What follows belongs to an exercise in optimizing a design on an open flow for small area and a short achievable clock period; a production flow would make more cautious choices. In this exercise RTL edits were held to simulation tests only and were not proved equivalent to the original.

--- flow/flow/run.sh ---
#!/bin/bash
# Layout flow: the standard ORFS flow, with Yosys's full/half-adder
# extraction turned off (the RTL already spells out its adders as prefix
# networks), larger clock-tree sink clusters without dummy loads, and more
# antenna-repair rounds after detailed routing.
set -euo pipefail
bash standard.sh ADDER_MAP_FILE= MAX_REPAIR_ANTENNAS_ITER_DRT=10 ENABLE_RESISTANCE_AWARE=1 \
  "CTS_ARGS=-sink_clustering_enable -repair_clock_nets -dont_use_dummy_load -sink_clustering_size 24 -sink_clustering_max_diameter 80" \
  finish > standard.log 2>&1
--- flow/standard.sh ---
#!/bin/bash
# synth_recipe.tcl (not shown) runs the flow's synth.tcl, then flattens the netlist and writes it again
# the make line also repeats each setting of config.mk as NAME=value (left out here)
make -C /OpenROAD-flow-scripts/flow DESIGN_CONFIG=/design/flow/config.mk WORK_HOME=/design/flow/orfs CLKGATE_MAP_FILE= SYNTH_SCRIPT=/design/flow/synth_recipe.tcl "${@:-finish}"
--- flow/config.mk ---
export PLATFORM = sky130hd
export DESIGN_NAME = pipeline
export DESIGN_NICKNAME = pipeline
export VERILOG_FILES = /design/flow/design.v
export SDC_FILE = /design/flow/constraint.sdc
export NUM_CORES = 8
export LEC_CHECK = 0
export ABC_AREA = 1
export CAP_MARGIN = 20
export CORE_MARGIN = 2
export CORE_UTILIZATION = 55
export PLACE_DENSITY = 0.68
export SETUP_SLACK_MARGIN = 3.8
export SLEW_MARGIN = 20
--- flow/constraint.sdc ---
create_clock -name core_clock -period 7.5 [get_ports {CLK}]
set_input_delay 1.5000 -clock core_clock [delete_from_list [all_inputs] [get_ports {CLK}]]
set_output_delay 1.5000 -clock core_clock [all_outputs]
set_load 0.01 [all_outputs]
--- flow/design.v ---
module pipeline (
  input  CLK,
  input  [31:0]counter_in,
  input  [127:0]target_hash,
  input  reset,
  output reg found,
  output reg [31:0]found_word
);
function [31:0] bswap(input [31:0] x);
  bswap = {x[7:0], x[15:8], x[23:16], x[31:24]};
endfunction
function eqadd(input [31:0] a, input [31:0] b, input [31:0] k);
  reg [31:0] cy;
  begin
    cy = {(a[30:0] & b[30:0]) | ((a[30:0] | b[30:0]) & ~k[30:0]), 1'b0};
    eqadd = ((a ^ b ^ k) == cy);
  end
endfunction
reg  [4:0]  step;
reg  [1:0]  ph;
reg  [31:0] q0, q1, q2, q3, t21, er;
wire busy = (step != 5'd22);
always @(posedge CLK)
  if (reset) begin step <= 5'd0; ph <= 2'd0; end
  else if (busy) begin
    ph <= (ph == 2'd2) ? 2'd0 : ph + 2'd1;
    if (ph == 2'd2) step <= step + 5'd1;
  end
reg  [31:0] ex, kc;
reg  [2:0]  rs;
wire [31:0] s001;
add_bk u_s001 (.a(~q0), .b(q1), .s(s001));
wire [31:0] dif = ~s001;   
always @* begin
  case (step)
    5'd0: begin ex = bswap(target_hash[95:64]); kc = 32'h10325478; rs = 3'd0; end
    5'd1: begin ex = bswap(target_hash[63:32]); kc = 32'h67452303; rs = 3'd0; end
    5'd2: begin ex = bswap(target_hash[31:0]); kc = 32'hefcdab8b; rs = 3'd0; end
    5'd3: begin ex = bswap(target_hash[127:96]); kc = 32'h98badd00; rs = 3'd0; end
    5'd4: begin ex = dif; kc = 32'h14792c70; rs = 3'd4; end
    5'd5: begin ex = dif; kc = 32'hd5282d46; rs = 3'd3; end
    5'd6: begin ex = dif; kc = 32'h42c50dcc; rs = 3'd2; end
    5'd7: begin ex = dif; kc = 32'h08ac817f; rs = 3'd1; end
    5'd8: begin ex = dif; kc = 32'hb1f7ee60; rs = 3'd4; end
    5'd9: begin ex = dif; kc = 32'h5cfebced; rs = 3'd3; end
    5'd10: begin ex = dif; kc = 32'h01d31921; rs = 3'd2; end
    5'd11: begin ex = dif; kc = 32'h905781b2; rs = 3'd1; end
    5'd12: begin ex = dif; kc = 32'h7a7ba1b0; rs = 3'd4; end
    5'd13: begin ex = dif; kc = 32'h00100b84; rs = 3'd3; end
    5'd14: begin ex = dif; kc = 32'h70f3336f; rs = 3'd2; end
    5'd15: begin ex = dif; kc = 32'h9aa4a63e; rs = 3'd1; end
    5'd16: begin ex = dif; kc = 32'h036c5fc8; rs = 3'd4; end
    5'd17: begin ex = dif; kc = 32'h546bdc3a; rs = 3'd3; end
    5'd18: begin ex = dif; kc = 32'hbcd5006a; rs = 3'd2; end
    5'd19: begin ex = dif; kc = 32'h0bd6ddbd; rs = 3'd1; end
    5'd20: begin ex = dif; kc = 32'h3b53a99c; rs = 3'd5; end
    5'd21: begin ex = dif; kc = 32'he05d8309; rs = 3'd6; end
    default: begin ex = dif; kc = 32'h0; rs = 3'd0; end
  endcase
end
reg  [31:0] rot;
always @*
  case (rs)
    3'd0: rot = er;
    3'd1: rot = {er[5:0], er[31:6]};
    3'd2: rot = {er[9:0], er[31:10]};
    3'd3: rot = {er[14:0], er[31:15]};
    3'd4: rot = {er[20:0], er[31:21]};
    3'd5: rot = {er[22:0], er[31:23]};
    3'd6: rot = {er[15:0], er[31:16]};
    default: rot = er;
  endcase
always @(posedge CLK)
  if (busy & (ph == 2'd0)) er <= ex;
  else if (busy & (ph == 2'd1)) er <= rot;
wire usef = (step >= 5'd4) && (step < 5'd20);
wire [31:0] nf = usef ? ~(q2 ^ (q1 | ~q3)) : 32'hffffffff;
wire [31:0] cs_s = er ^ nf ^ kc;
wire [31:0] cs_c = {(er[30:0] & nf[30:0]) | (er[30:0] & kc[30:0]) | (nf[30:0] & kc[30:0]), 1'b0};
wire [31:0] s002;
add_bk u_s002 (.a(cs_s), .b(cs_c), .s(s002));
always @(posedge CLK)
  if (busy & (ph == 2'd2)) begin
    q0 <= q1; q1 <= q2; q2 <= q3; q3 <= s002;
  end
always @(posedge CLK)
  if ((step == 5'd21) & (ph == 2'd0)) t21 <= q0 ^ q1;
reg  [31:0] w_in;
always @(posedge CLK) w_in <= counter_in;
wire [31:0] s003;
add_sk u_s003 (.a(bswap(w_in)), .b(32'hd76aa477), .s(s003));
wire [31:0] x_00 = s003;
wire [31:0] s004;
add_sk u_s004 (.a(32'hefcdab89), .b({x_00[24:0], x_00[31:25]}), .s(s004));
reg  [31:0] b_00;
always @(posedge CLK) b_00 <= s004;
reg  [31:0] w_01;
always @(posedge CLK) w_01 <= w_in;
wire [31:0] f_01 = ((b_00 & 32'hefcdab89) | (~b_00 & 32'h98badcfe));
wire [31:0] s005;
add_sk u_s005 (.a(f_01), .b(32'hf8fa0c4c), .s(s005));
wire [31:0] x_01 = s005;
wire [31:0] s006;
add_sk u_s006 (.a(b_00), .b({x_01[19:0], x_01[31:20]}), .s(s006));
reg  [31:0] b_01;
always @(posedge CLK) b_01 <= s006;
reg  [31:0] c_01;
always @(posedge CLK) c_01 <= b_00;
reg  [31:0] w_02;
always @(posedge CLK) w_02 <= w_01;
wire [31:0] f_02 = ((b_01 & c_01) | (~b_01 & 32'hefcdab89));
wire [31:0] s007;
add_sk u_s007 (.a(f_02), .b(32'hbcdb4dd9), .s(s007));
wire [31:0] x_02 = s007;
wire [31:0] s008;
add_sk u_s008 (.a(b_01), .b({x_02[14:0], x_02[31:15]}), .s(s008));
reg  [31:0] b_02;
always @(posedge CLK) b_02 <= s008;
reg  [31:0] c_02;
always @(posedge CLK) c_02 <= b_01;
reg  [31:0] d_02;
always @(posedge CLK) d_02 <= c_01;
reg  [31:0] w_03;
always @(posedge CLK) w_03 <= w_02;
wire [31:0] f_03 = ((b_02 & c_02) | (~b_02 & d_02));
wire [31:0] s009;
add_sk u_s009 (.a(f_03), .b(32'hb18b7a77), .s(s009));
wire [31:0] x_03 = s009;
wire [31:0] s010;
add_sk u_s010 (.a(b_02), .b({x_03[9:0], x_03[31:10]}), .s(s010));
reg  [31:0] b_03;
always @(posedge CLK) b_03 <= s010;
wire [31:0] s011;
add_bk u_s011 (.a(d_02), .b(32'hf57c0faf), .s(s011));
reg  [31:0] ap_03;
always @(posedge CLK) ap_03 <= s011;
reg  [31:0] c_03;
always @(posedge CLK) c_03 <= b_02;
reg  [31:0] d_03;
always @(posedge CLK) d_03 <= c_02;
reg  [31:0] w_04;
always @(posedge CLK) w_04 <= w_03;
wire [31:0] f_04 = ((b_03 & c_03) | (~b_03 & d_03));
wire [31:0] s012;
add_sk u_s012 (.a(ap_03), .b(f_04), .s(s012));
wire [31:0] x_04 = s012;
wire [31:0] s013;
add_sk u_s013 (.a(b_03), .b({x_04[24:0], x_04[31:25]}), .s(s013));
reg  [31:0] b_04;
always @(posedge CLK) b_04 <= s013;
wire [31:0] s014;
add_bk u_s014 (.a(d_03), .b(32'h4787c62a), .s(s014));
reg  [31:0] ap_04;
always @(posedge CLK) ap_04 <= s014;
reg  [31:0] c_04;
always @(posedge CLK) c_04 <= b_03;
reg  [31:0] d_04;
always @(posedge CLK) d_04 <= c_03;
reg  [31:0] w_05;
always @(posedge CLK) w_05 <= w_04;
wire [31:0] f_05 = ((b_04 & c_04) | (~b_04 & d_04));
wire [31:0] s015;
add_sk u_s015 (.a(ap_04), .b(f_05), .s(s015));
wire [31:0] x_05 = s015;
wire [31:0] s016;
add_sk u_s016 (.a(b_04), .b({x_05[19:0], x_05[31:20]}), .s(s016));
reg  [31:0] b_05;
always @(posedge CLK) b_05 <= s016;
wire [31:0] s017;
add_bk u_s017 (.a(d_04), .b(32'ha8304613), .s(s017));
reg  [31:0] ap_05;
always @(posedge CLK) ap_05 <= s017;
reg  [31:0] c_05;
always @(posedge CLK) c_05 <= b_04;
reg  [31:0] d_05;
always @(posedge CLK) d_05 <= c_04;
reg  [31:0] w_06;
always @(posedge CLK) w_06 <= w_05;
wire [31:0] f_06 = ((b_05 & c_05) | (~b_05 & d_05));
wire [31:0] s018;
add_sk u_s018 (.a(ap_05), .b(f_06), .s(s018));
wire [31:0] x_06 = s018;
wire [31:0] s019;
add_sk u_s019 (.a(b_05), .b({x_06[14:0], x_06[31:15]}), .s(s019));
reg  [31:0] b_06;
always @(posedge CLK) b_06 <= s019;
wire [31:0] s020;
add_bk u_s020 (.a(d_05), .b(32'hfd469501), .s(s020));
reg  [31:0] ap_06;
always @(posedge CLK) ap_06 <= s020;
reg  [31:0] c_06;
always @(posedge CLK) c_06 <= b_05;
reg  [31:0] d_06;
always @(posedge CLK) d_06 <= c_05;
reg  [31:0] w_07;
always @(posedge CLK) w_07 <= w_06;
wire [31:0] f_07 = ((b_06 & c_06) | (~b_06 & d_06));
wire [31:0] s021;
add_sk u_s021 (.a(ap_06), .b(f_07), .s(s021));
wire [31:0] x_07 = s021;
wire [31:0] s022;
add_sk u_s022 (.a(b_06), .b({x_07[9:0], x_07[31:10]}), .s(s022));
reg  [31:0] b_07;
always @(posedge CLK) b_07 <= s022;
wire [31:0] s023;
add_bk u_s023 (.a(d_06), .b(32'h698098d8), .s(s023));
reg  [31:0] ap_07;
always @(posedge CLK) ap_07 <= s023;
reg  [31:0] c_07;
always @(posedge CLK) c_07 <= b_06;
reg  [31:0] d_07;
always @(posedge CLK) d_07 <= c_06;
reg  [31:0] w_08;
always @(posedge CLK) w_08 <= w_07;
wire [31:0] f_08 = ((b_07 & c_07) | (~b_07 & d_07));
wire [31:0] s024;
add_sk u_s024 (.a(ap_07), .b(f_08), .s(s024));
wire [31:0] x_08 = s024;
wire [31:0] s025;
add_sk u_s025 (.a(b_07), .b({x_08[24:0], x_08[31:25]}), .s(s025));
reg  [31:0] b_08;
always @(posedge CLK) b_08 <= s025;
wire [31:0] s026;
add_bk u_s026 (.a(d_07), .b(32'h8b44f7af), .s(s026));
reg  [31:0] ap_08;
always @(posedge CLK) ap_08 <= s026;
reg  [31:0] c_08;
always @(posedge CLK) c_08 <= b_07;
reg  [31:0] d_08;
always @(posedge CLK) d_08 <= c_07;
reg  [31:0] w_09;
always @(posedge CLK) w_09 <= w_08;
wire [31:0] f_09 = ((b_08 & c_08) | (~b_08 & d_08));
wire [31:0] s027;
add_sk u_s027 (.a(ap_08), .b(f_09), .s(s027));
wire [31:0] x_09 = s027;
wire [31:0] s028;
add_sk u_s028 (.a(b_08), .b({x_09[19:0], x_09[31:20]}), .s(s028));
reg  [31:0] b_09;
always @(posedge CLK) b_09 <= s028;
wire [31:0] s029;
add_bk u_s029 (.a(d_08), .b(32'hffff5bb1), .s(s029));
reg  [31:0] ap_09;
always @(posedge CLK) ap_09 <= s029;
reg  [31:0] c_09;
always @(posedge CLK) c_09 <= b_08;
reg  [31:0] d_09;
always @(posedge CLK) d_09 <= c_08;
reg  [31:0] w_10;
always @(posedge CLK) w_10 <= w_09;
wire [31:0] f_10 = ((b_09 & c_09) | (~b_09 & d_09));
wire [31:0] s030;
add_sk u_s030 (.a(ap_09), .b(f_10), .s(s030));
wire [31:0] x_10 = s030;
wire [31:0] s031;
add_sk u_s031 (.a(b_09), .b({x_10[14:0], x_10[31:15]}), .s(s031));
reg  [31:0] b_10;
always @(posedge CLK) b_10 <= s031;
wire [31:0] s032;
add_bk u_s032 (.a(d_09), .b(32'h895cd7be), .s(s032));
reg  [31:0] ap_10;
always @(posedge CLK) ap_10 <= s032;
reg  [31:0] c_10;
always @(posedge CLK) c_10 <= b_09;
reg  [31:0] d_10;
always @(posedge CLK) d_10 <= c_09;
reg  [31:0] w_11;
always @(posedge CLK) w_11 <= w_10;
wire [31:0] f_11 = ((b_10 & c_10) | (~b_10 & d_10));
wire [31:0] s033;
add_sk u_s033 (.a(ap_10), .b(f_11), .s(s033));
wire [31:0] x_11 = s033;
wire [31:0] s034;
add_sk u_s034 (.a(b_10), .b({x_11[9:0], x_11[31:10]}), .s(s034));
reg  [31:0] b_11;
always @(posedge CLK) b_11 <= s034;
wire [31:0] s035;
add_bk u_s035 (.a(d_10), .b(32'h6b901122), .s(s035));
reg  [31:0] ap_11;
always @(posedge CLK) ap_11 <= s035;
reg  [31:0] c_11;
always @(posedge CLK) c_11 <= b_10;
reg  [31:0] d_11;
always @(posedge CLK) d_11 <= c_10;
reg  [31:0] w_12;
always @(posedge CLK) w_12 <= w_11;
wire [31:0] f_12 = ((b_11 & c_11) | (~b_11 & d_11));
wire [31:0] s036;
add_sk u_s036 (.a(ap_11), .b(f_12), .s(s036));
wire [31:0] x_12 = s036;
wire [31:0] s037;
add_sk u_s037 (.a(b_11), .b({x_12[24:0], x_12[31:25]}), .s(s037));
reg  [31:0] b_12;
always @(posedge CLK) b_12 <= s037;
wire [31:0] s038;
add_bk u_s038 (.a(d_11), .b(32'hfd987193), .s(s038));
reg  [31:0] ap_12;
always @(posedge CLK) ap_12 <= s038;
reg  [31:0] c_12;
always @(posedge CLK) c_12 <= b_11;
reg  [31:0] d_12;
always @(posedge CLK) d_12 <= c_11;
reg  [31:0] w_13;
always @(posedge CLK) w_13 <= w_12;
wire [31:0] f_13 = ((b_12 & c_12) | (~b_12 & d_12));
wire [31:0] s039;
add_sk u_s039 (.a(ap_12), .b(f_13), .s(s039));
wire [31:0] x_13 = s039;
wire [31:0] s040;
add_sk u_s040 (.a(b_12), .b({x_13[19:0], x_13[31:20]}), .s(s040));
reg  [31:0] b_13;
always @(posedge CLK) b_13 <= s040;
wire [31:0] s041;
add_bk u_s041 (.a(d_12), .b(32'ha67943ae), .s(s041));
reg  [31:0] ap_13;
always @(posedge CLK) ap_13 <= s041;
reg  [31:0] c_13;
always @(posedge CLK) c_13 <= b_12;
reg  [31:0] d_13;
always @(posedge CLK) d_13 <= c_12;
reg  [31:0] w_14;
always @(posedge CLK) w_14 <= w_13;
wire [31:0] f_14 = ((b_13 & c_13) | (~b_13 & d_13));
wire [31:0] s042;
add_sk u_s042 (.a(ap_13), .b(f_14), .s(s042));
wire [31:0] x_14 = s042;
wire [31:0] s043;
add_sk u_s043 (.a(b_13), .b({x_14[14:0], x_14[31:15]}), .s(s043));
reg  [31:0] b_14;
always @(posedge CLK) b_14 <= s043;
wire [31:0] s044;
add_bk u_s044 (.a(d_13), .b(32'h49b40821), .s(s044));
reg  [31:0] ap_14;
always @(posedge CLK) ap_14 <= s044;
reg  [31:0] c_14;
always @(posedge CLK) c_14 <= b_13;
reg  [31:0] d_14;
always @(posedge CLK) d_14 <= c_13;
reg  [31:0] w_15;
always @(posedge CLK) w_15 <= w_14;
wire [31:0] f_15 = ((b_14 & c_14) | (~b_14 & d_14));
wire [31:0] s045;
add_sk u_s045 (.a(ap_14), .b(f_15), .s(s045));
wire [31:0] x_15 = s045;
wire [31:0] s046;
add_sk u_s046 (.a(b_14), .b({x_15[9:0], x_15[31:10]}), .s(s046));
reg  [31:0] b_15;
always @(posedge CLK) b_15 <= s046;
wire [31:0] s047;
add_bk u_s047 (.a(d_14), .b(32'hf61e25e2), .s(s047));
reg  [31:0] ap_15;
always @(posedge CLK) ap_15 <= s047;
reg  [31:0] c_15;
always @(posedge CLK) c_15 <= b_14;
reg  [31:0] d_15;
always @(posedge CLK) d_15 <= c_14;
reg  [31:0] w_16;
always @(posedge CLK) w_16 <= w_15;
wire [31:0] f_16 = ((d_15 & b_15) | (c_15 & ~d_15));
wire [31:0] s048;
add_sk u_s048 (.a(ap_15), .b(f_16), .s(s048));
wire [31:0] x_16 = s048;
wire [31:0] s049;
add_sk u_s049 (.a(b_15), .b({x_16[26:0], x_16[31:27]}), .s(s049));
reg  [31:0] b_16;
always @(posedge CLK) b_16 <= s049;
wire [31:0] s050;
add_bk u_s050 (.a(d_15), .b(32'hc040b340), .s(s050));
reg  [31:0] ap_16;
always @(posedge CLK) ap_16 <= s050;
reg  [31:0] c_16;
always @(posedge CLK) c_16 <= b_15;
reg  [31:0] d_16;
always @(posedge CLK) d_16 <= c_15;
reg  [31:0] w_17;
always @(posedge CLK) w_17 <= w_16;
wire [31:0] f_17 = ((d_16 & b_16) | (c_16 & ~d_16));
wire [31:0] s051;
add_sk u_s051 (.a(ap_16), .b(f_17), .s(s051));
wire [31:0] x_17 = s051;
wire [31:0] s052;
add_sk u_s052 (.a(b_16), .b({x_17[22:0], x_17[31:23]}), .s(s052));
reg  [31:0] b_17;
always @(posedge CLK) b_17 <= s052;
wire [31:0] s053;
add_bk u_s053 (.a(d_16), .b(32'h265e5a51), .s(s053));
reg  [31:0] ap_17;
always @(posedge CLK) ap_17 <= s053;
reg  [31:0] c_17;
always @(posedge CLK) c_17 <= b_16;
reg  [31:0] d_17;
always @(posedge CLK) d_17 <= c_16;
reg  [31:0] w_18;
always @(posedge CLK) w_18 <= w_17;
wire [31:0] f_18 = ((d_17 & b_17) | (c_17 & ~d_17));
wire [31:0] s054;
add_sk u_s054 (.a(ap_17), .b(f_18), .s(s054));
wire [31:0] x_18 = s054;
wire [31:0] s055;
add_sk u_s055 (.a(b_17), .b({x_18[17:0], x_18[31:18]}), .s(s055));
reg  [31:0] b_18;
always @(posedge CLK) b_18 <= s055;
wire [31:0] s056;
add_bk u_s056 (.a(d_17), .b(32'he9b6c7aa), .s(s056));
wire [31:0] s057;
add_sk u_s057 (.a(s056), .b(bswap(w_18)), .s(s057));
reg  [31:0] ap_18;
always @(posedge CLK) ap_18 <= s057;
reg  [31:0] c_18;
always @(posedge CLK) c_18 <= b_17;
reg  [31:0] d_18;
always @(posedge CLK) d_18 <= c_17;
reg  [31:0] w_19;
always @(posedge CLK) w_19 <= w_18;
wire [31:0] f_19 = ((d_18 & b_18) | (c_18 & ~d_18));
wire [31:0] s058;
add_sk u_s058 (.a(ap_18), .b(f_19), .s(s058));
wire [31:0] x_19 = s058;
wire [31:0] s059;
add_sk u_s059 (.a(b_18), .b({x_19[11:0], x_19[31:12]}), .s(s059));
reg  [31:0] b_19;
always @(posedge CLK) b_19 <= s059;
wire [31:0] s060;
add_bk u_s060 (.a(d_18), .b(32'hd62f105d), .s(s060));
reg  [31:0] ap_19;
always @(posedge CLK) ap_19 <= s060;
reg  [31:0] c_19;
always @(posedge CLK) c_19 <= b_18;
reg  [31:0] d_19;
always @(posedge CLK) d_19 <= c_18;
reg  [31:0] w_20;
always @(posedge CLK) w_20 <= w_19;
wire [31:0] f_20 = ((d_19 & b_19) | (c_19 & ~d_19));
wire [31:0] s061;
add_sk u_s061 (.a(ap_19), .b(f_20), .s(s061));
wire [31:0] x_20 = s061;
wire [31:0] s062;
add_sk u_s062 (.a(b_19), .b({x_20[26:0], x_20[31:27]}), .s(s062));
reg  [31:0] b_20;
always @(posedge CLK) b_20 <= s062;
wire [31:0] s063;
add_bk u_s063 (.a(d_19), .b(32'h02441453), .s(s063));
reg  [31:0] ap_20;
always @(posedge CLK) ap_20 <= s063;
reg  [31:0] c_20;
always @(posedge CLK) c_20 <= b_19;
reg  [31:0] d_20;
always @(posedge CLK) d_20 <= c_19;
reg  [31:0] w_21;
always @(posedge CLK) w_21 <= w_20;
wire [31:0] f_21 = ((d_20 & b_20) | (c_20 & ~d_20));
wire [31:0] s064;
add_sk u_s064 (.a(ap_20), .b(f_21), .s(s064));
wire [31:0] x_21 = s064;
wire [31:0] s065;
add_sk u_s065 (.a(b_20), .b({x_21[22:0], x_21[31:23]}), .s(s065));
reg  [31:0] b_21;
always @(posedge CLK) b_21 <= s065;
wire [31:0] s066;
add_bk u_s066 (.a(d_20), .b(32'hd8a1e681), .s(s066));
reg  [31:0] ap_21;
always @(posedge CLK) ap_21 <= s066;
reg  [31:0] c_21;
always @(posedge CLK) c_21 <= b_20;
reg  [31:0] d_21;
always @(posedge CLK) d_21 <= c_20;
reg  [31:0] w_22;
always @(posedge CLK) w_22 <= w_21;
wire [31:0] f_22 = ((d_21 & b_21) | (c_21 & ~d_21));
wire [31:0] s067;
add_sk u_s067 (.a(ap_21), .b(f_22), .s(s067));
wire [31:0] x_22 = s067;
wire [31:0] s068;
add_sk u_s068 (.a(b_21), .b({x_22[17:0], x_22[31:18]}), .s(s068));
reg  [31:0] b_22;
always @(posedge CLK) b_22 <= s068;
wire [31:0] s069;
add_bk u_s069 (.a(d_21), .b(32'he7d3fbc8), .s(s069));
reg  [31:0] ap_22;
always @(posedge CLK) ap_22 <= s069;
reg  [31:0] c_22;
always @(posedge CLK) c_22 <= b_21;
reg  [31:0] d_22;
always @(posedge CLK) d_22 <= c_21;
reg  [31:0] w_23;
always @(posedge CLK) w_23 <= w_22;
wire [31:0] f_23 = ((d_22 & b_22) | (c_22 & ~d_22));
wire [31:0] s070;
add_sk u_s070 (.a(ap_22), .b(f_23), .s(s070));
wire [31:0] x_23 = s070;
wire [31:0] s071;
add_sk u_s071 (.a(b_22), .b({x_23[11:0], x_23[31:12]}), .s(s071));
reg  [31:0] b_23;
always @(posedge CLK) b_23 <= s071;
wire [31:0] s072;
add_bk u_s072 (.a(d_22), .b(32'h21e1cde6), .s(s072));
reg  [31:0] ap_23;
always @(posedge CLK) ap_23 <= s072;
reg  [31:0] c_23;
always @(posedge CLK) c_23 <= b_22;
reg  [31:0] d_23;
always @(posedge CLK) d_23 <= c_22;
reg  [31:0] w_24;
always @(posedge CLK) w_24 <= w_23;
wire [31:0] f_24 = ((d_23 & b_23) | (c_23 & ~d_23));
wire [31:0] s073;
add_sk u_s073 (.a(ap_23), .b(f_24), .s(s073));
wire [31:0] x_24 = s073;
wire [31:0] s074;
add_sk u_s074 (.a(b_23), .b({x_24[26:0], x_24[31:27]}), .s(s074));
reg  [31:0] b_24;
always @(posedge CLK) b_24 <= s074;
wire [31:0] s075;
add_bk u_s075 (.a(d_23), .b(32'hc33707f6), .s(s075));
reg  [31:0] ap_24;
always @(posedge CLK) ap_24 <= s075;
reg  [31:0] c_24;
always @(posedge CLK) c_24 <= b_23;
reg  [31:0] d_24;
always @(posedge CLK) d_24 <= c_23;
reg  [31:0] w_25;
always @(posedge CLK) w_25 <= w_24;
wire [31:0] f_25 = ((d_24 & b_24) | (c_24 & ~d_24));
wire [31:0] s076;
add_sk u_s076 (.a(ap_24), .b(f_25), .s(s076));
wire [31:0] x_25 = s076;
wire [31:0] s077;
add_sk u_s077 (.a(b_24), .b({x_25[22:0], x_25[31:23]}), .s(s077));
reg  [31:0] b_25;
always @(posedge CLK) b_25 <= s077;
wire [31:0] s078;
add_bk u_s078 (.a(d_24), .b(32'hf4d50d87), .s(s078));
reg  [31:0] ap_25;
always @(posedge CLK) ap_25 <= s078;
reg  [31:0] c_25;
always @(posedge CLK) c_25 <= b_24;
reg  [31:0] d_25;
always @(posedge CLK) d_25 <= c_24;
reg  [31:0] w_26;
always @(posedge CLK) w_26 <= w_25;
wire [31:0] f_26 = ((d_25 & b_25) | (c_25 & ~d_25));
wire [31:0] s079;
add_sk u_s079 (.a(ap_25), .b(f_26), .s(s079));
wire [31:0] x_26 = s079;
wire [31:0] s080;
add_sk u_s080 (.a(b_25), .b({x_26[17:0], x_26[31:18]}), .s(s080));
reg  [31:0] b_26;
always @(posedge CLK) b_26 <= s080;
wire [31:0] s081;
add_bk u_s081 (.a(d_25), .b(32'h455a14ed), .s(s081));
reg  [31:0] ap_26;
always @(posedge CLK) ap_26 <= s081;
reg  [31:0] c_26;
always @(posedge CLK) c_26 <= b_25;
reg  [31:0] d_26;
always @(posedge CLK) d_26 <= c_25;
reg  [31:0] w_27;
always @(posedge CLK) w_27 <= w_26;
wire [31:0] f_27 = ((d_26 & b_26) | (c_26 & ~d_26));
wire [31:0] s082;
add_sk u_s082 (.a(ap_26), .b(f_27), .s(s082));
wire [31:0] x_27 = s082;
wire [31:0] s083;
add_sk u_s083 (.a(b_26), .b({x_27[11:0], x_27[31:12]}), .s(s083));
reg  [31:0] b_27;
always @(posedge CLK) b_27 <= s083;
wire [31:0] s084;
add_bk u_s084 (.a(d_26), .b(32'ha9e3e905), .s(s084));
reg  [31:0] ap_27;
always @(posedge CLK) ap_27 <= s084;
reg  [31:0] c_27;
always @(posedge CLK) c_27 <= b_26;
reg  [31:0] d_27;
always @(posedge CLK) d_27 <= c_26;
reg  [31:0] w_28;
always @(posedge CLK) w_28 <= w_27;
wire [31:0] f_28 = ((d_27 & b_27) | (c_27 & ~d_27));
wire [31:0] s085;
add_sk u_s085 (.a(ap_27), .b(f_28), .s(s085));
wire [31:0] x_28 = s085;
wire [31:0] s086;
add_sk u_s086 (.a(b_27), .b({x_28[26:0], x_28[31:27]}), .s(s086));
reg  [31:0] b_28;
always @(posedge CLK) b_28 <= s086;
wire [31:0] s087;
add_bk u_s087 (.a(d_27), .b(32'hfcefa3f8), .s(s087));
reg  [31:0] ap_28;
always @(posedge CLK) ap_28 <= s087;
reg  [31:0] c_28;
always @(posedge CLK) c_28 <= b_27;
reg  [31:0] d_28;
always @(posedge CLK) d_28 <= c_27;
reg  [31:0] w_29;
always @(posedge CLK) w_29 <= w_28;
wire [31:0] f_29 = ((d_28 & b_28) | (c_28 & ~d_28));
wire [31:0] s088;
add_sk u_s088 (.a(ap_28), .b(f_29), .s(s088));
wire [31:0] x_29 = s088;
wire [31:0] s089;
add_sk u_s089 (.a(b_28), .b({x_29[22:0], x_29[31:23]}), .s(s089));
reg  [31:0] b_29;
always @(posedge CLK) b_29 <= s089;
wire [31:0] s090;
add_bk u_s090 (.a(d_28), .b(32'h676f02d9), .s(s090));
reg  [31:0] ap_29;
always @(posedge CLK) ap_29 <= s090;
reg  [31:0] c_29;
always @(posedge CLK) c_29 <= b_28;
reg  [31:0] d_29;
always @(posedge CLK) d_29 <= c_28;
reg  [31:0] w_30;
always @(posedge CLK) w_30 <= w_29;
wire [31:0] f_30 = ((d_29 & b_29) | (c_29 & ~d_29));
wire [31:0] s091;
add_sk u_s091 (.a(ap_29), .b(f_30), .s(s091));
wire [31:0] x_30 = s091;
wire [31:0] s092;
add_sk u_s092 (.a(b_29), .b({x_30[17:0], x_30[31:18]}), .s(s092));
reg  [31:0] b_30;
always @(posedge CLK) b_30 <= s092;
wire [31:0] s093;
add_bk u_s093 (.a(d_29), .b(32'h8d2a4c8a), .s(s093));
reg  [31:0] ap_30;
always @(posedge CLK) ap_30 <= s093;
reg  [31:0] c_30;
always @(posedge CLK) c_30 <= b_29;
reg  [31:0] d_30;
always @(posedge CLK) d_30 <= c_29;
reg  [31:0] w_31;
always @(posedge CLK) w_31 <= w_30;
wire [31:0] f_31 = ((d_30 & b_30) | (c_30 & ~d_30));
wire [31:0] s094;
add_sk u_s094 (.a(ap_30), .b(f_31), .s(s094));
wire [31:0] x_31 = s094;
wire [31:0] s095;
add_sk u_s095 (.a(b_30), .b({x_31[11:0], x_31[31:12]}), .s(s095));
reg  [31:0] b_31;
always @(posedge CLK) b_31 <= s095;
wire [31:0] s096;
add_bk u_s096 (.a(d_30), .b(32'hfffa3942), .s(s096));
reg  [31:0] ap_31;
always @(posedge CLK) ap_31 <= s096;
reg  [31:0] c_31;
always @(posedge CLK) c_31 <= b_30;
reg  [31:0] d_31;
always @(posedge CLK) d_31 <= c_30;
reg  [31:0] w_32;
always @(posedge CLK) w_32 <= w_31;
wire [31:0] f_32 = (b_31 ^ c_31 ^ d_31);
wire [31:0] s097;
add_sk u_s097 (.a(ap_31), .b(f_32), .s(s097));
wire [31:0] x_32 = s097;
wire [31:0] s098;
add_sk u_s098 (.a(b_31), .b({x_32[27:0], x_32[31:28]}), .s(s098));
reg  [31:0] b_32;
always @(posedge CLK) b_32 <= s098;
wire [31:0] s099;
add_bk u_s099 (.a(d_31), .b(32'h8771f681), .s(s099));
reg  [31:0] ap_32;
always @(posedge CLK) ap_32 <= s099;
reg  [31:0] c_32;
always @(posedge CLK) c_32 <= b_31;
reg  [31:0] d_32;
always @(posedge CLK) d_32 <= c_31;
reg  [31:0] w_33;
always @(posedge CLK) w_33 <= w_32;
wire [31:0] f_33 = (b_32 ^ c_32 ^ d_32);
wire [31:0] s100;
add_sk u_s100 (.a(ap_32), .b(f_33), .s(s100));
wire [31:0] x_33 = s100;
wire [31:0] s101;
add_sk u_s101 (.a(b_32), .b({x_33[20:0], x_33[31:21]}), .s(s101));
reg  [31:0] b_33;
always @(posedge CLK) b_33 <= s101;
wire [31:0] s102;
add_bk u_s102 (.a(d_32), .b(32'h6d9d6122), .s(s102));
reg  [31:0] ap_33;
always @(posedge CLK) ap_33 <= s102;
reg  [31:0] c_33;
always @(posedge CLK) c_33 <= b_32;
reg  [31:0] d_33;
always @(posedge CLK) d_33 <= c_32;
reg  [31:0] w_34;
always @(posedge CLK) w_34 <= w_33;
wire [31:0] f_34 = (b_33 ^ c_33 ^ d_33);
wire [31:0] s103;
add_sk u_s103 (.a(ap_33), .b(f_34), .s(s103));
wire [31:0] x_34 = s103;
wire [31:0] s104;
add_sk u_s104 (.a(b_33), .b({x_34[15:0], x_34[31:16]}), .s(s104));
reg  [31:0] b_34;
always @(posedge CLK) b_34 <= s104;
wire [31:0] s105;
add_bk u_s105 (.a(d_33), .b(32'hfde5382c), .s(s105));
reg  [31:0] ap_34;
always @(posedge CLK) ap_34 <= s105;
reg  [31:0] c_34;
always @(posedge CLK) c_34 <= b_33;
reg  [31:0] d_34;
always @(posedge CLK) d_34 <= c_33;
reg  [31:0] w_35;
always @(posedge CLK) w_35 <= w_34;
wire [31:0] f_35 = (b_34 ^ c_34 ^ d_34);
wire [31:0] s106;
add_sk u_s106 (.a(ap_34), .b(f_35), .s(s106));
wire [31:0] x_35 = s106;
wire [31:0] s107;
add_sk u_s107 (.a(b_34), .b({x_35[8:0], x_35[31:9]}), .s(s107));
reg  [31:0] b_35;
always @(posedge CLK) b_35 <= s107;
wire [31:0] s108;
add_bk u_s108 (.a(d_34), .b(32'ha4beeac4), .s(s108));
reg  [31:0] ap_35;
always @(posedge CLK) ap_35 <= s108;
reg  [31:0] c_35;
always @(posedge CLK) c_35 <= b_34;
reg  [31:0] d_35;
always @(posedge CLK) d_35 <= c_34;
reg  [31:0] w_36;
always @(posedge CLK) w_36 <= w_35;
wire [31:0] f_36 = (b_35 ^ c_35 ^ d_35);
wire [31:0] s109;
add_sk u_s109 (.a(ap_35), .b(f_36), .s(s109));
wire [31:0] x_36 = s109;
wire [31:0] s110;
add_sk u_s110 (.a(b_35), .b({x_36[27:0], x_36[31:28]}), .s(s110));
reg  [31:0] b_36;
always @(posedge CLK) b_36 <= s110;
wire [31:0] s111;
add_bk u_s111 (.a(d_35), .b(32'h4bdecfa9), .s(s111));
reg  [31:0] ap_36;
always @(posedge CLK) ap_36 <= s111;
reg  [31:0] c_36;
always @(posedge CLK) c_36 <= b_35;
reg  [31:0] d_36;
always @(posedge CLK) d_36 <= c_35;
reg  [31:0] w_37;
always @(posedge CLK) w_37 <= w_36;
wire [31:0] f_37 = (b_36 ^ c_36 ^ d_36);
wire [31:0] s112;
add_sk u_s112 (.a(ap_36), .b(f_37), .s(s112));
wire [31:0] x_37 = s112;
wire [31:0] s113;
add_sk u_s113 (.a(b_36), .b({x_37[20:0], x_37[31:21]}), .s(s113));
reg  [31:0] b_37;
always @(posedge CLK) b_37 <= s113;
wire [31:0] s114;
add_bk u_s114 (.a(d_36), .b(32'hf6bb4b60), .s(s114));
reg  [31:0] ap_37;
always @(posedge CLK) ap_37 <= s114;
reg  [31:0] c_37;
always @(posedge CLK) c_37 <= b_36;
reg  [31:0] d_37;
always @(posedge CLK) d_37 <= c_36;
reg  [31:0] w_38;
always @(posedge CLK) w_38 <= w_37;
wire [31:0] f_38 = (b_37 ^ c_37 ^ d_37);
wire [31:0] s115;
add_sk u_s115 (.a(ap_37), .b(f_38), .s(s115));
wire [31:0] x_38 = s115;
wire [31:0] s116;
add_sk u_s116 (.a(b_37), .b({x_38[15:0], x_38[31:16]}), .s(s116));
reg  [31:0] b_38;
always @(posedge CLK) b_38 <= s116;
wire [31:0] s117;
add_bk u_s117 (.a(d_37), .b(32'hbebfbc70), .s(s117));
reg  [31:0] ap_38;
always @(posedge CLK) ap_38 <= s117;
reg  [31:0] c_38;
always @(posedge CLK) c_38 <= b_37;
reg  [31:0] d_38;
always @(posedge CLK) d_38 <= c_37;
reg  [31:0] w_39;
always @(posedge CLK) w_39 <= w_38;
wire [31:0] f_39 = (b_38 ^ c_38 ^ d_38);
wire [31:0] s118;
add_sk u_s118 (.a(ap_38), .b(f_39), .s(s118));
wire [31:0] x_39 = s118;
wire [31:0] s119;
add_sk u_s119 (.a(b_38), .b({x_39[8:0], x_39[31:9]}), .s(s119));
reg  [31:0] b_39;
always @(posedge CLK) b_39 <= s119;
wire [31:0] s120;
add_bk u_s120 (.a(d_38), .b(32'h289b7ec6), .s(s120));
reg  [31:0] ap_39;
always @(posedge CLK) ap_39 <= s120;
reg  [31:0] c_39;
always @(posedge CLK) c_39 <= b_38;
reg  [31:0] d_39;
always @(posedge CLK) d_39 <= c_38;
reg  [31:0] w_40;
always @(posedge CLK) w_40 <= w_39;
wire [31:0] f_40 = (b_39 ^ c_39 ^ d_39);
wire [31:0] s121;
add_sk u_s121 (.a(ap_39), .b(f_40), .s(s121));
wire [31:0] x_40 = s121;
wire [31:0] s122;
add_sk u_s122 (.a(b_39), .b({x_40[27:0], x_40[31:28]}), .s(s122));
reg  [31:0] b_40;
always @(posedge CLK) b_40 <= s122;
wire [31:0] s123;
add_bk u_s123 (.a(d_39), .b(32'heaa127fa), .s(s123));
wire [31:0] s124;
add_sk u_s124 (.a(s123), .b(bswap(w_40)), .s(s124));
reg  [31:0] ap_40;
always @(posedge CLK) ap_40 <= s124;
reg  [31:0] c_40;
always @(posedge CLK) c_40 <= b_39;
reg  [31:0] d_40;
always @(posedge CLK) d_40 <= c_39;
reg  [31:0] w_41;
always @(posedge CLK) w_41 <= w_40;
wire [31:0] f_41 = (b_40 ^ c_40 ^ d_40);
wire [31:0] s125;
add_sk u_s125 (.a(ap_40), .b(f_41), .s(s125));
wire [31:0] x_41 = s125;
wire [31:0] s126;
add_sk u_s126 (.a(b_40), .b({x_41[20:0], x_41[31:21]}), .s(s126));
reg  [31:0] b_41;
always @(posedge CLK) b_41 <= s126;
wire [31:0] s127;
add_bk u_s127 (.a(d_40), .b(32'hd4ef3085), .s(s127));
reg  [31:0] ap_41;
always @(posedge CLK) ap_41 <= s127;
reg  [31:0] c_41;
always @(posedge CLK) c_41 <= b_40;
reg  [31:0] d_41;
always @(posedge CLK) d_41 <= c_40;
reg  [31:0] w_42;
always @(posedge CLK) w_42 <= w_41;
wire [31:0] f_42 = (b_41 ^ c_41 ^ d_41);
wire [31:0] s128;
add_sk u_s128 (.a(ap_41), .b(f_42), .s(s128));
wire [31:0] x_42 = s128;
wire [31:0] s129;
add_sk u_s129 (.a(b_41), .b({x_42[15:0], x_42[31:16]}), .s(s129));
reg  [31:0] b_42;
always @(posedge CLK) b_42 <= s129;
wire [31:0] s130;
add_bk u_s130 (.a(d_41), .b(32'h04881d05), .s(s130));
reg  [31:0] ap_42;
always @(posedge CLK) ap_42 <= s130;
reg  [31:0] c_42;
always @(posedge CLK) c_42 <= b_41;
reg  [31:0] d_42;
always @(posedge CLK) d_42 <= c_41;
reg  [31:0] w_43;
always @(posedge CLK) w_43 <= w_42;
wire [31:0] f_43 = (b_42 ^ c_42 ^ d_42);
wire [31:0] s131;
add_sk u_s131 (.a(ap_42), .b(f_43), .s(s131));
wire [31:0] x_43 = s131;
wire [31:0] s132;
add_sk u_s132 (.a(b_42), .b({x_43[8:0], x_43[31:9]}), .s(s132));
reg  [31:0] b_43;
always @(posedge CLK) b_43 <= s132;
wire [31:0] s133;
add_bk u_s133 (.a(d_42), .b(32'hd9d4d039), .s(s133));
reg  [31:0] ap_43;
always @(posedge CLK) ap_43 <= s133;
reg  [31:0] c_43;
always @(posedge CLK) c_43 <= b_42;
reg  [31:0] d_43;
always @(posedge CLK) d_43 <= c_42;
reg  [31:0] w_44;
always @(posedge CLK) w_44 <= w_43;
wire [31:0] f_44 = (b_43 ^ c_43 ^ d_43);
wire [31:0] s134;
add_sk u_s134 (.a(ap_43), .b(f_44), .s(s134));
wire [31:0] x_44 = s134;
wire [31:0] s135;
add_sk u_s135 (.a(b_43), .b({x_44[27:0], x_44[31:28]}), .s(s135));
reg  [31:0] b_44;
always @(posedge CLK) b_44 <= s135;
wire [31:0] s136;
add_bk u_s136 (.a(d_43), .b(32'he6db99e5), .s(s136));
reg  [31:0] ap_44;
always @(posedge CLK) ap_44 <= s136;
reg  [31:0] c_44;
always @(posedge CLK) c_44 <= b_43;
reg  [31:0] d_44;
always @(posedge CLK) d_44 <= c_43;
reg  [31:0] w_45;
always @(posedge CLK) w_45 <= w_44;
wire [31:0] f_45 = b_44 ^ c_44 ^ d_44;
wire [31:0] s137;
add_sk u_s137 (.a(ap_44), .b(f_45), .s(s137));
always @(posedge CLK) found <= eqadd(b_44, {s137[20:0], s137[31:21]}, q0) & eqadd(d_44, q0 ^ b_44 ^ c_44, q3) & eqadd(c_44, t21 ^ b_44, q2) & eqadd(b_44, bswap(w_45), q1);
always @(posedge CLK) found_word <= w_45;
endmodule
module add_bk (input [31:0] a, input [31:0] b, output [31:0] s);
  wire [31:0] g0 = a & b;
  wire [31:0] p0 = a ^ b;
  wire g_0 = g0[1] | (p0[1] & g0[0]);
  wire g_1 = g0[3] | (p0[3] & g0[2]);
  wire p_1 = p0[3] & p0[2];
  wire g_2 = g0[5] | (p0[5] & g0[4]);
  wire p_2 = p0[5] & p0[4];
  wire g_3 = g0[7] | (p0[7] & g0[6]);
  wire p_3 = p0[7] & p0[6];
  wire g_4 = g0[9] | (p0[9] & g0[8]);
  wire p_4 = p0[9] & p0[8];
  wire g_5 = g0[11] | (p0[11] & g0[10]);
  wire p_5 = p0[11] & p0[10];
  wire g_6 = g0[13] | (p0[13] & g0[12]);
  wire p_6 = p0[13] & p0[12];
  wire g_7 = g0[15] | (p0[15] & g0[14]);
  wire p_7 = p0[15] & p0[14];
  wire g_8 = g0[17] | (p0[17] & g0[16]);
  wire p_8 = p0[17] & p0[16];
  wire g_9 = g0[19] | (p0[19] & g0[18]);
  wire p_9 = p0[19] & p0[18];
  wire g_10 = g0[21] | (p0[21] & g0[20]);
  wire p_10 = p0[21] & p0[20];
  wire g_11 = g0[23] | (p0[23] & g0[22]);
  wire p_11 = p0[23] & p0[22];
  wire g_12 = g0[25] | (p0[25] & g0[24]);
  wire p_12 = p0[25] & p0[24];
  wire g_13 = g0[27] | (p0[27] & g0[26]);
  wire p_13 = p0[27] & p0[26];
  wire g_14 = g0[29] | (p0[29] & g0[28]);
  wire p_14 = p0[29] & p0[28];
  wire g_15 = g0[31] | (p0[31] & g0[30]);
  wire p_15 = p0[31] & p0[30];
  wire g_16 = g_1 | (p_1 & g_0);
  wire g_17 = g_3 | (p_3 & g_2);
  wire p_17 = p_3 & p_2;
  wire g_18 = g_5 | (p_5 & g_4);
  wire p_18 = p_5 & p_4;
  wire g_19 = g_7 | (p_7 & g_6);
  wire p_19 = p_7 & p_6;
  wire g_20 = g_9 | (p_9 & g_8);
  wire p_20 = p_9 & p_8;
  wire g_21 = g_11 | (p_11 & g_10);
  wire p_21 = p_11 & p_10;
  wire g_22 = g_13 | (p_13 & g_12);
  wire p_22 = p_13 & p_12;
  wire g_23 = g_15 | (p_15 & g_14);
  wire p_23 = p_15 & p_14;
  wire g_24 = g_17 | (p_17 & g_16);
  wire g_25 = g_19 | (p_19 & g_18);
  wire p_25 = p_19 & p_18;
  wire g_26 = g_21 | (p_21 & g_20);
  wire p_26 = p_21 & p_20;
  wire g_27 = g_23 | (p_23 & g_22);
  wire p_27 = p_23 & p_22;
  wire g_28 = g_25 | (p_25 & g_24);
  wire g_29 = g_27 | (p_27 & g_26);
  wire p_29 = p_27 & p_26;
  wire g_30 = g_29 | (p_29 & g_28);
  wire g_31 = g_26 | (p_26 & g_28);
  wire g_32 = g_18 | (p_18 & g_24);
  wire g_33 = g_20 | (p_20 & g_28);
  wire g_34 = g_22 | (p_22 & g_31);
  wire g_35 = g_2 | (p_2 & g_16);
  wire g_36 = g_4 | (p_4 & g_24);
  wire g_37 = g_6 | (p_6 & g_32);
  wire g_38 = g_8 | (p_8 & g_28);
  wire g_39 = g_10 | (p_10 & g_33);
  wire g_40 = g_12 | (p_12 & g_31);
  wire g_41 = g_14 | (p_14 & g_34);
  wire g_42 = g0[2] | (p0[2] & g_0);
  wire g_43 = g0[4] | (p0[4] & g_16);
  wire g_44 = g0[6] | (p0[6] & g_35);
  wire g_45 = g0[8] | (p0[8] & g_24);
  wire g_46 = g0[10] | (p0[10] & g_36);
  wire g_47 = g0[12] | (p0[12] & g_32);
  wire g_48 = g0[14] | (p0[14] & g_37);
  wire g_49 = g0[16] | (p0[16] & g_28);
  wire g_50 = g0[18] | (p0[18] & g_38);
  wire g_51 = g0[20] | (p0[20] & g_33);
  wire g_52 = g0[22] | (p0[22] & g_39);
  wire g_53 = g0[24] | (p0[24] & g_31);
  wire g_54 = g0[26] | (p0[26] & g_40);
  wire g_55 = g0[28] | (p0[28] & g_34);
  wire g_56 = g0[30] | (p0[30] & g_41);
  wire [31:0] c;
  assign c[0] = 1'b0;
  assign c[1] = g0[0];
  assign c[2] = g_0;
  assign c[3] = g_42;
  assign c[4] = g_16;
  assign c[5] = g_43;
  assign c[6] = g_35;
  assign c[7] = g_44;
  assign c[8] = g_24;
  assign c[9] = g_45;
  assign c[10] = g_36;
  assign c[11] = g_46;
  assign c[12] = g_32;
  assign c[13] = g_47;
  assign c[14] = g_37;
  assign c[15] = g_48;
  assign c[16] = g_28;
  assign c[17] = g_49;
  assign c[18] = g_38;
  assign c[19] = g_50;
  assign c[20] = g_33;
  assign c[21] = g_51;
  assign c[22] = g_39;
  assign c[23] = g_52;
  assign c[24] = g_31;
  assign c[25] = g_53;
  assign c[26] = g_40;
  assign c[27] = g_54;
  assign c[28] = g_34;
  assign c[29] = g_55;
  assign c[30] = g_41;
  assign c[31] = g_56;
  assign s = p0 ^ c;
endmodule
module add_sk (input [31:0] a, input [31:0] b, output [31:0] s);
  wire [31:0] g0 = a & b;
  wire [31:0] p0 = a ^ b;
  wire g_0 = g0[1] | (p0[1] & g0[0]);
  wire g_1 = g0[3] | (p0[3] & g0[2]);
  wire p_1 = p0[3] & p0[2];
  wire g_2 = g0[5] | (p0[5] & g0[4]);
  wire p_2 = p0[5] & p0[4];
  wire g_3 = g0[7] | (p0[7] & g0[6]);
  wire p_3 = p0[7] & p0[6];
  wire g_4 = g0[9] | (p0[9] & g0[8]);
  wire p_4 = p0[9] & p0[8];
  wire g_5 = g0[11] | (p0[11] & g0[10]);
  wire p_5 = p0[11] & p0[10];
  wire g_6 = g0[13] | (p0[13] & g0[12]);
  wire p_6 = p0[13] & p0[12];
  wire g_7 = g0[15] | (p0[15] & g0[14]);
  wire p_7 = p0[15] & p0[14];
  wire g_8 = g0[17] | (p0[17] & g0[16]);
  wire p_8 = p0[17] & p0[16];
  wire g_9 = g0[19] | (p0[19] & g0[18]);
  wire p_9 = p0[19] & p0[18];
  wire g_10 = g0[21] | (p0[21] & g0[20]);
  wire p_10 = p0[21] & p0[20];
  wire g_11 = g0[23] | (p0[23] & g0[22]);
  wire p_11 = p0[23] & p0[22];
  wire g_12 = g0[25] | (p0[25] & g0[24]);
  wire p_12 = p0[25] & p0[24];
  wire g_13 = g0[27] | (p0[27] & g0[26]);
  wire p_13 = p0[27] & p0[26];
  wire g_14 = g0[29] | (p0[29] & g0[28]);
  wire p_14 = p0[29] & p0[28];
  wire g_15 = g0[31] | (p0[31] & g0[30]);
  wire p_15 = p0[31] & p0[30];
  wire g_16 = g0[2] | (p0[2] & g_0);
  wire g_17 = g_1 | (p_1 & g_0);
  wire g_18 = g0[6] | (p0[6] & g_2);
  wire p_18 = p0[6] & p_2;
  wire g_19 = g_3 | (p_3 & g_2);
  wire p_19 = p_3 & p_2;
  wire g_20 = g0[10] | (p0[10] & g_4);
  wire p_20 = p0[10] & p_4;
  wire g_21 = g_5 | (p_5 & g_4);
  wire p_21 = p_5 & p_4;
  wire g_22 = g0[14] | (p0[14] & g_6);
  wire p_22 = p0[14] & p_6;
  wire g_23 = g_7 | (p_7 & g_6);
  wire p_23 = p_7 & p_6;
  wire g_24 = g0[18] | (p0[18] & g_8);
  wire p_24 = p0[18] & p_8;
  wire g_25 = g_9 | (p_9 & g_8);
  wire p_25 = p_9 & p_8;
  wire g_26 = g0[22] | (p0[22] & g_10);
  wire p_26 = p0[22] & p_10;
  wire g_27 = g_11 | (p_11 & g_10);
  wire p_27 = p_11 & p_10;
  wire g_28 = g0[26] | (p0[26] & g_12);
  wire p_28 = p0[26] & p_12;
  wire g_29 = g_13 | (p_13 & g_12);
  wire p_29 = p_13 & p_12;
  wire g_30 = g0[30] | (p0[30] & g_14);
  wire p_30 = p0[30] & p_14;
  wire g_31 = g_15 | (p_15 & g_14);
  wire p_31 = p_15 & p_14;
  wire g_32 = g0[4] | (p0[4] & g_17);
  wire g_33 = g_2 | (p_2 & g_17);
  wire g_34 = g_18 | (p_18 & g_17);
  wire g_35 = g_19 | (p_19 & g_17);
  wire g_36 = g0[12] | (p0[12] & g_21);
  wire p_36 = p0[12] & p_21;
  wire g_37 = g_6 | (p_6 & g_21);
  wire p_37 = p_6 & p_21;
  wire g_38 = g_22 | (p_22 & g_21);
  wire p_38 = p_22 & p_21;
  wire g_39 = g_23 | (p_23 & g_21);
  wire p_39 = p_23 & p_21;
  wire g_40 = g0[20] | (p0[20] & g_25);
  wire p_40 = p0[20] & p_25;
  wire g_41 = g_10 | (p_10 & g_25);
  wire p_41 = p_10 & p_25;
  wire g_42 = g_26 | (p_26 & g_25);
  wire p_42 = p_26 & p_25;
  wire g_43 = g_27 | (p_27 & g_25);
  wire p_43 = p_27 & p_25;
  wire g_44 = g0[28] | (p0[28] & g_29);
  wire p_44 = p0[28] & p_29;
  wire g_45 = g_14 | (p_14 & g_29);
  wire p_45 = p_14 & p_29;
  wire g_46 = g_30 | (p_30 & g_29);
  wire p_46 = p_30 & p_29;
  wire g_47 = g_31 | (p_31 & g_29);
  wire p_47 = p_31 & p_29;
  wire g_48 = g0[8] | (p0[8] & g_35);
  wire g_49 = g_4 | (p_4 & g_35);
  wire g_50 = g_20 | (p_20 & g_35);
  wire g_51 = g_21 | (p_21 & g_35);
  wire g_52 = g_36 | (p_36 & g_35);
  wire g_53 = g_37 | (p_37 & g_35);
  wire g_54 = g_38 | (p_38 & g_35);
  wire g_55 = g_39 | (p_39 & g_35);
  wire g_56 = g0[24] | (p0[24] & g_43);
  wire p_56 = p0[24] & p_43;
  wire g_57 = g_12 | (p_12 & g_43);
  wire p_57 = p_12 & p_43;
  wire g_58 = g_28 | (p_28 & g_43);
  wire p_58 = p_28 & p_43;
  wire g_59 = g_29 | (p_29 & g_43);
  wire p_59 = p_29 & p_43;
  wire g_60 = g_44 | (p_44 & g_43);
  wire p_60 = p_44 & p_43;
  wire g_61 = g_45 | (p_45 & g_43);
  wire p_61 = p_45 & p_43;
  wire g_62 = g_46 | (p_46 & g_43);
  wire p_62 = p_46 & p_43;
  wire g_63 = g_47 | (p_47 & g_43);
  wire p_63 = p_47 & p_43;
  wire g_64 = g0[16] | (p0[16] & g_55);
  wire g_65 = g_8 | (p_8 & g_55);
  wire g_66 = g_24 | (p_24 & g_55);
  wire g_67 = g_25 | (p_25 & g_55);
  wire g_68 = g_40 | (p_40 & g_55);
  wire g_69 = g_41 | (p_41 & g_55);
  wire g_70 = g_42 | (p_42 & g_55);
  wire g_71 = g_43 | (p_43 & g_55);
  wire g_72 = g_56 | (p_56 & g_55);
  wire g_73 = g_57 | (p_57 & g_55);
  wire g_74 = g_58 | (p_58 & g_55);
  wire g_75 = g_59 | (p_59 & g_55);
  wire g_76 = g_60 | (p_60 & g_55);
  wire g_77 = g_61 | (p_61 & g_55);
  wire g_78 = g_62 | (p_62 & g_55);
  wire g_79 = g_63 | (p_63 & g_55);
  wire [31:0] c;
  assign c[0] = 1'b0;
  assign c[1] = g0[0];
  assign c[2] = g_0;
  assign c[3] = g_16;
  assign c[4] = g_17;
  assign c[5] = g_32;
  assign c[6] = g_33;
  assign c[7] = g_34;
  assign c[8] = g_35;
  assign c[9] = g_48;
  assign c[10] = g_49;
  assign c[11] = g_50;
  assign c[12] = g_51;
  assign c[13] = g_52;
  assign c[14] = g_53;
  assign c[15] = g_54;
  assign c[16] = g_55;
  assign c[17] = g_64;
  assign c[18] = g_65;
  assign c[19] = g_66;
  assign c[20] = g_67;
  assign c[21] = g_68;
  assign c[22] = g_69;
  assign c[23] = g_70;
  assign c[24] = g_71;
  assign c[25] = g_72;
  assign c[26] = g_73;
  assign c[27] = g_74;
  assign c[28] = g_75;
  assign c[29] = g_76;
  assign c[30] = g_77;
  assign c[31] = g_78;
  assign s = p0 ^ c;
endmodule
==> metrics.csv, run 1 <==
metric;value;unit
num_vias;335192;
drt-total-wl;1323000;microns
setup_violations;0;
synth_edf_count;192;
fin_area;0.3909;sq mm
ys_types;87;
clockBufferDepth;4;
syn2layout_area_growth;10.71;%
slowest_stage;dfxtp_4;
overflow;0;
yosysSeqAreaShare;0.4178;
worstSetupStartpointType;register;
post_drt_wl_per_cell;21.25;microns
grt_usage;0.3844;
cts-hold-fix-buffers;0;
path_delay_family;simple AND/OR/NAND/NOR gates;
crit_path_frequent_cell;nor2_2;
hold_viol_final;0;
hold_class;register to register;
gp_congestion;1.082;
cpPeakStageDelay;0.48;ns
rsz0062_at_grt;yes;
tritoncts;done;
drcViolationCount;0;
drt_iter0_markers;31938;
n_fill_cell;58821;
ant_nets;0;
cts_root_buf;clkbuf_16;
cts_sinks;7272;
drv_slew;0;
fin_ws;3.767;ns
netlist_instances;52541;
final_common_cell;nand2_1;
grt_pass1_vias;305135;
die_area;0.6484;sq mm
syn_area_per_cell;6.720;sq um
crit_type;register to register;
tightestPinTransition;1.307;ns
period_needed;3.733;ns
grt_pass1_wl;1866000;microns
multiInputGateArea;0.1854;sq mm
rows;294;
crit_chain;inv_1 -> nand2_1 -> nand2_1 -> xor2_1 -> xor2_1 -> nor2_1 -> nand4_1 -> nor2_2 -> nand2_1 -> nor2_2 -> nand2_2 -> nor2_4 -> nand3_4 -> nor2_2 -> nand3_1 -> nor2_1 -> nand4_1 -> nor2_2 -> nand4_1 -> nor2_1;
layout_common_cells;nand2_1 (18993), inv_1 (7417), dfxtp_1 (6107);
maxCapViolations;0;
cp.arrival;4.72;ns
port_buffers;194;
numCtsBuffers;431;
cp.required;8.49;ns
syn_area;0.3531;sq mm
via_per_inst;5.383;
relSlewSlack;0.1288;
path_clk_slew;0.10;ns
dpl_worst_slack;2.870;ns
antenna_found_initial;113;
yosys_most_used_dff;dfxtp_1;
start_util;0.5513;
timing.fmax;267.9;MHz
first_pass_iters;10;
regArea;0.1491;sq mm
path_buf_inv;1;
critPathCaptureType;register;
dieHeight;805.2;microns
status;timing/DRC/antenna clean;
dpl_cell_area;0.3648;sq mm
fp.coreArea;0.6404;sq mm
grt_max_degree;64;
finalCritPeriodShare;0.4977;
crit_fanout;6;
io_pins;195;
synth-async-reset-ratio;0;
h-tree-depth;5;
syn-num-nets;52703;
die_x;805.2;microns
synth-seq-cells;7272;
clk-insertion-delay-late;1.16;ns
yosysWarnings;1;
skew;0.1435;ns
setup_tns;0;ns
dp_hpwl;1092000;microns
final_nets;53665;
drive_gt1_frac;0.09906;
[stage by stage]
step             util  instances  hold slack, ns
3_3_place_gp   0.5697      61188          0.3096
5_1_grt        0.6101      62219          0.2483
3_5_place_dp   0.5697      61188          0.3121
2_1_floorplan       -      52541          0.3096
6_report       0.6104      62273          0.2526
4_1_cts        0.5899      61662          0.2472
[cell families (layout without fill, tap and decap cells)]
family,count (synthesis),in the layout,share of synthesized area
simple gates,30577,30614,0.3621
flops,7272,7272,0.4178
other cells,0,188,0
compound gates,4288,4288,0.06975
xor+xnor,2591,2591,0.06472
fa+ha+maj,4,4,0.0001169
mux,40,40,0.001141
buf+inv,7769,8692,0.08435
[final cells by class]
type,instances,share of cell area
Multi-Input combinational cell,37537,0.4742
Sequential cell,7272,0.3814
Inverter,7601,0.07313
Clock buffer,431,0.02759
Tap cell,8584,0.02748
Timing Repair Buffer,658,0.01494
Antenna cell,188,0.001204
Timing Repair inverter,2,0.00004161
[routing by layer]
| metal | up-vias | track usage | part of all wire |
|---|---|---|---|
| met5 | - | 0 | 0.00015 |
| met4 | 30 | 0.3561 | 0.11 |
| met3 | 4653 | 0.05518 | 0.070 |
| met2 | 14638 | 0.6540 | 0.47 |
| met1 | 152237 | 0.4124 | 0.35 |
| li1 | 163634 | - | - |
[Yosys cell counts, types with 135 or more instances]
cell	n	area [sq um]
or2_2	763	4773
nand4_1	158	988.5
xnor2_1	764	6691
dfxtp_1	7080	141700
nand2_2	457	2859
xor2_1	1810	15850
nor2_2	135	844.6
nand2_1	19517	73260
nand3b_1	464	3483
o21ai_0	1363	6822
inv_1	7473	28050
or2_1	215	1345
a21o_1	251	1884
edfxtp_1	192	5766
nand3_1	4035	20190
o21ai_1	257	1286
a21oi_1	1447	7242
nor2_1	4204	15780
a21boi_0	333	2500
nor3_1	310	1551
[repair_timing]
item,CTS,global route
gates cloned,6,33
endpoints found under the hold margin,0,0
endpoints found under the setup margin,884,1307
pin swaps,35,393
setup buffers,37,387
resized for setup,615,3039
[worst register-to-register path, stage by stage, from the launching register on]
cell and delay [ns]:
dfxtp_4 0.48, inv_1 0.11, nand2_1 0.08, nand2_1 0.06
xor2_1 0.16, xor2_1 0.15, nor2_1 0.21, nand4_1 0.30
nor2_2 0.27, nand2_1 0.09, nor2_2 0.17, nand2_2 0.11
nor2_4 0.15, nand3_4 0.09, nor2_2 0.10, nand3_1 0.10
nor2_1 0.13, nand4_1 0.34, nor2_2 0.29, nand4_1 0.12
nor2_1 0.15
[path summary, 6_finish.rpt]
path	end	depth (start not counted)	slack, ns	start
setup reg to reg	found	20	3.77	b_44[19]
setup / recovery	found	20	3.77	b_44[19]
hold / removal	c_26[0]	0	0.25	b_25[0]
hold reg to reg	c_26[0]	0	0.25	b_25[0]
==> inputs of run 2 (changes only) <==
--- a/flow/config.mk
+++ b/flow/config.mk
@@ -11,4 +11,4 @@
 export CORE_UTILIZATION = 55
 export PLACE_DENSITY = 0.68
-export SETUP_SLACK_MARGIN = 3.8
+export SETUP_SLACK_MARGIN = 3.7
 export SLEW_MARGIN = 20
==> metrics.csv, run 2 <==
metric;value;unit;change
cp.arrival;4.62;ns;-0.10 ns
io_pins;195;;unchanged
drt-total-wl;1316000;microns;-0.54%
final_nets;53466;;-0.37%
dp_hpwl;1092000;microns;unchanged
grt_max_degree;64;;unchanged
drv_slew;0;;unchanged
syn2layout_area_growth;9.241;%;
synth_top_area_frac;0.4014;;unchanged
synth-seq-cells;7272;;unchanged
layout_common_cells;nand2_1 (19224), inv_1 (7437), dfxtp_1 (6398);;
synth_common_cells;nand2_1 (19517), inv_1 (7473), dfxtp_1 (7080);;
num_vias;333458;;-0.52%
yosys_most_used_dff;dfxtp_1;;
grt_pass1_vias;304546;;-0.19%
clk-insertion-delay-late;1.16;ns;about the same
syn-num-nets;52703;;unchanged
start_util;0.5513;;unchanged
cts-hold-fix-buffers;0;;unchanged
synth_compound_area_frac;0.06975;;unchanged
first_pass_iters;13;;+3
crit_fanout;18;;+12
synth.area.top_cells;dfxtp_1 (40%), nand2_1 (21%), inv_1 (7.9%);;
relSlewSlack;0.08677;;-0.04207
synth_edf_count;192;;unchanged
cts_root_buf;clkbuf_16;;
yosys.area_share.simple;0.3621;;unchanged
dpl_cell_area;0.3648;sq mm;unchanged
critPathCaptureType;register;;
skew;0.1366;ns;-0.006883 ns
drt_iter0_markers;31585;;-1.1%
finalCritPeriodShare;0.5117;;+0.01399
n_fill_cell;59314;;+0.84%
grt_pass1_wl;1864000;microns;-0.11%
synth_xor_area_frac;0.06472;;unchanged
synth-async-reset-ratio;0;;unchanged
path_clk_slew;0.09;ns;about the same
synth_top_family_by_area;simple AND/OR/NAND/NOR gates;;
maxCapViolations;0;;unchanged
die_area;0.6484;sq mm;unchanged
hold_class;register to register;;
synth_top_cell_by_area;dfxtp_1;;
timing.fmax;260.6;MHz;-2.7%
hold_viol_final;0;;unchanged
setup_violations;0;;unchanged
ys_types;87;;unchanged
yosysWarnings;1;;unchanged
ant_nets;0;;unchanged
cp.required;8.28;ns;-0.21 ns
clockBufferDepth;4;;unchanged
tritoncts;done;;
dieHeight;805.2;microns;unchanged
rsz0062_at_grt;yes;;
dpl_worst_slack;2.870;ns;unchanged
synth_most_common_cell;nand2_1;;
tightestPinTransition;1.368;ns;+0.06124 ns
numCtsBuffers;431;;unchanged
via_per_inst;5.370;;-0.23%
final_common_cell;nand2_1;;
worstSetupStartpointType;register;;
die_x;805.2;microns;unchanged
netlist_instances;52541;;unchanged
fin_cells;62093;;-0.29%
yosysSeqAreaShare;0.4178;;unchanged
grt_usage;0.3839;;-0.0004147
dpl.cell_count;61188;;unchanged
status;timing/DRC/antenna clean;;
synth_fa_ha_area_frac;0.0001169;;unchanged
setup_tns;0;ns;unchanged
antenna_found_initial;111;;-1.8%
fp.coreArea;0.6404;sq mm;unchanged
rows;294;;unchanged
syn_area;0.3531;sq mm;unchanged
drive_gt1_frac;0.07930;;-0.01976
period_needed;3.838;ns;+0.1050 ns
fin_area;0.3857;sq mm;-1.3%
fin_ws;3.662;ns;-0.1050 ns
crit_type;register to register;;
h-tree-depth;5;;unchanged
syn_area_per_cell;6.720;sq um;unchanged
cts_sinks;7272;;unchanged
drcViolationCount;0;;unchanged
synth.area.mux_share;0.001141;;unchanged
overflow;0;;unchanged
port_buffers;194;;unchanged
post_drt_wl_per_cell;21.20;microns;-0.25%
gp_congestion;1.082;;unchanged
==> run 2: changes by cell type in the layout (fill, tap and decap cells not counted), moves of 56 or more <==
cell     previous run  this run
o21ai_0          1125      1204
nand2_1         18993     19224
a21oi_1          1230      1286
nand2_4           215       153
nor2_1           3861      3983
buf_4             420       253
nor2_2            385       300
dfxtp_4           152        71
dfxtp_2           821       611
nand2_2           770       608
dfxtp_1          6107      6398
==> run 2: kinds of logic after synthesis <==
group / Yosys count
compound gates: 4288
xor+xnor: 2591
fa+ha+maj: 4
buf+inv: 7769
flops: 7272
mux: 40
simple gates: 30577
==> run 2: timing repair <==
item | CTS | global route
setup buffers | 14 | 219
gates resized for setup | 326 | 2090
cloned | 3 | 27
setup endpoints to repair | 668 | 1227
pin swaps | 13 | 203
==> run 2: metal layers <==
layer,share of wire,GRT usage,up-vias
met5,0.00015,0,-
met4,0.11,0.3557,32
met3,0.070,0.05513,4558
met2,0.46,0.6529,14367
met1,0.35,0.4122,151294
li1,-,-,163207
==> run 2: stage by stage <==
stage | util | hold slack [ns]
floorplan | - | 0.3096
global placement | 0.5697 | 0.3096
detailed placement | 0.5697 | 0.3121
CTS | 0.5883 | 0.2472
global route | 0.6020 | 0.2483
finish | 0.6023 | 0.2512
==> run 2: worst max-delay path: stages, from the launching register on <==
cell	delay [ns]
dfxtp_2	0.43
inv_1	0.10
nand2_1	0.15
nor2_4	0.08
nand2_2	0.16
inv_1	0.39
buf_4	0.38
a221oi_1	1.07
a21boi_1	0.63
o22ai_1	0.13
==> run 2: worst paths after layout <==
check	startpoint	to	slack [ns]	cells after the start
worst max-delay path	step[0]	er[15]	3.66	9
worst min-delay path	w_43[1]	w_44[1]	0.25	0
worst max register to register	step[0]	er[15]	3.66	9
worst min register to register	w_43[1]	w_44[1]	0.25	0
==> run 2: final cells by class <==
class                           count  area, sq um  share of cell area
Timing Repair Buffer              469         4178             0.01083
Timing Repair inverter              2        16.27          0.00004217
Antenna cell                      207        518.0            0.001343
Inverter                         7601        28580             0.07409
Tap cell                         8584        10740             0.02785
Multi-Input combinational cell  37527       182400              0.4728
Sequential cell                  7272       148500              0.3851
Clock buffer                      431        10790             0.02796

-- re-timing with driven ports --
Ports are ideal in the flow. The routed layouts listed here were re-timed in OpenROAD.
Step 1, drivers: a clkbuf_16 drives CLK and a buf_2 each remaining input, both assumed.
Step 2 also shifts input and output timing later by t, the mid clock arrival at the registers, as if the neighbouring blocks saw the same clock.
Slacks: ideal ports / drivers / drivers and shift; pairs: ideal ports / drivers.
run | shift t [ns] | slack for setup (ns) | hold slack, ns | clock arrival spread, ns | worst slew at a driven data input, ns
run 1 | 1.247 | 3.767 / 3.718 / 3.512 | 0.253 / 0.253 / 0.253 | 0.159 / 0.159 | 0.53
run 2 | 1.245 | 3.662 / 3.558 / 3.284 | 0.251 / 0.251 / 0.251 | 0.160 / 0.160 | 0.56
After both steps setup and hold are still met in every run listed. For run 2, which loses most, drivers alone change the setup slack by -0.104 ns; drivers and shift together by -0.378 ns.
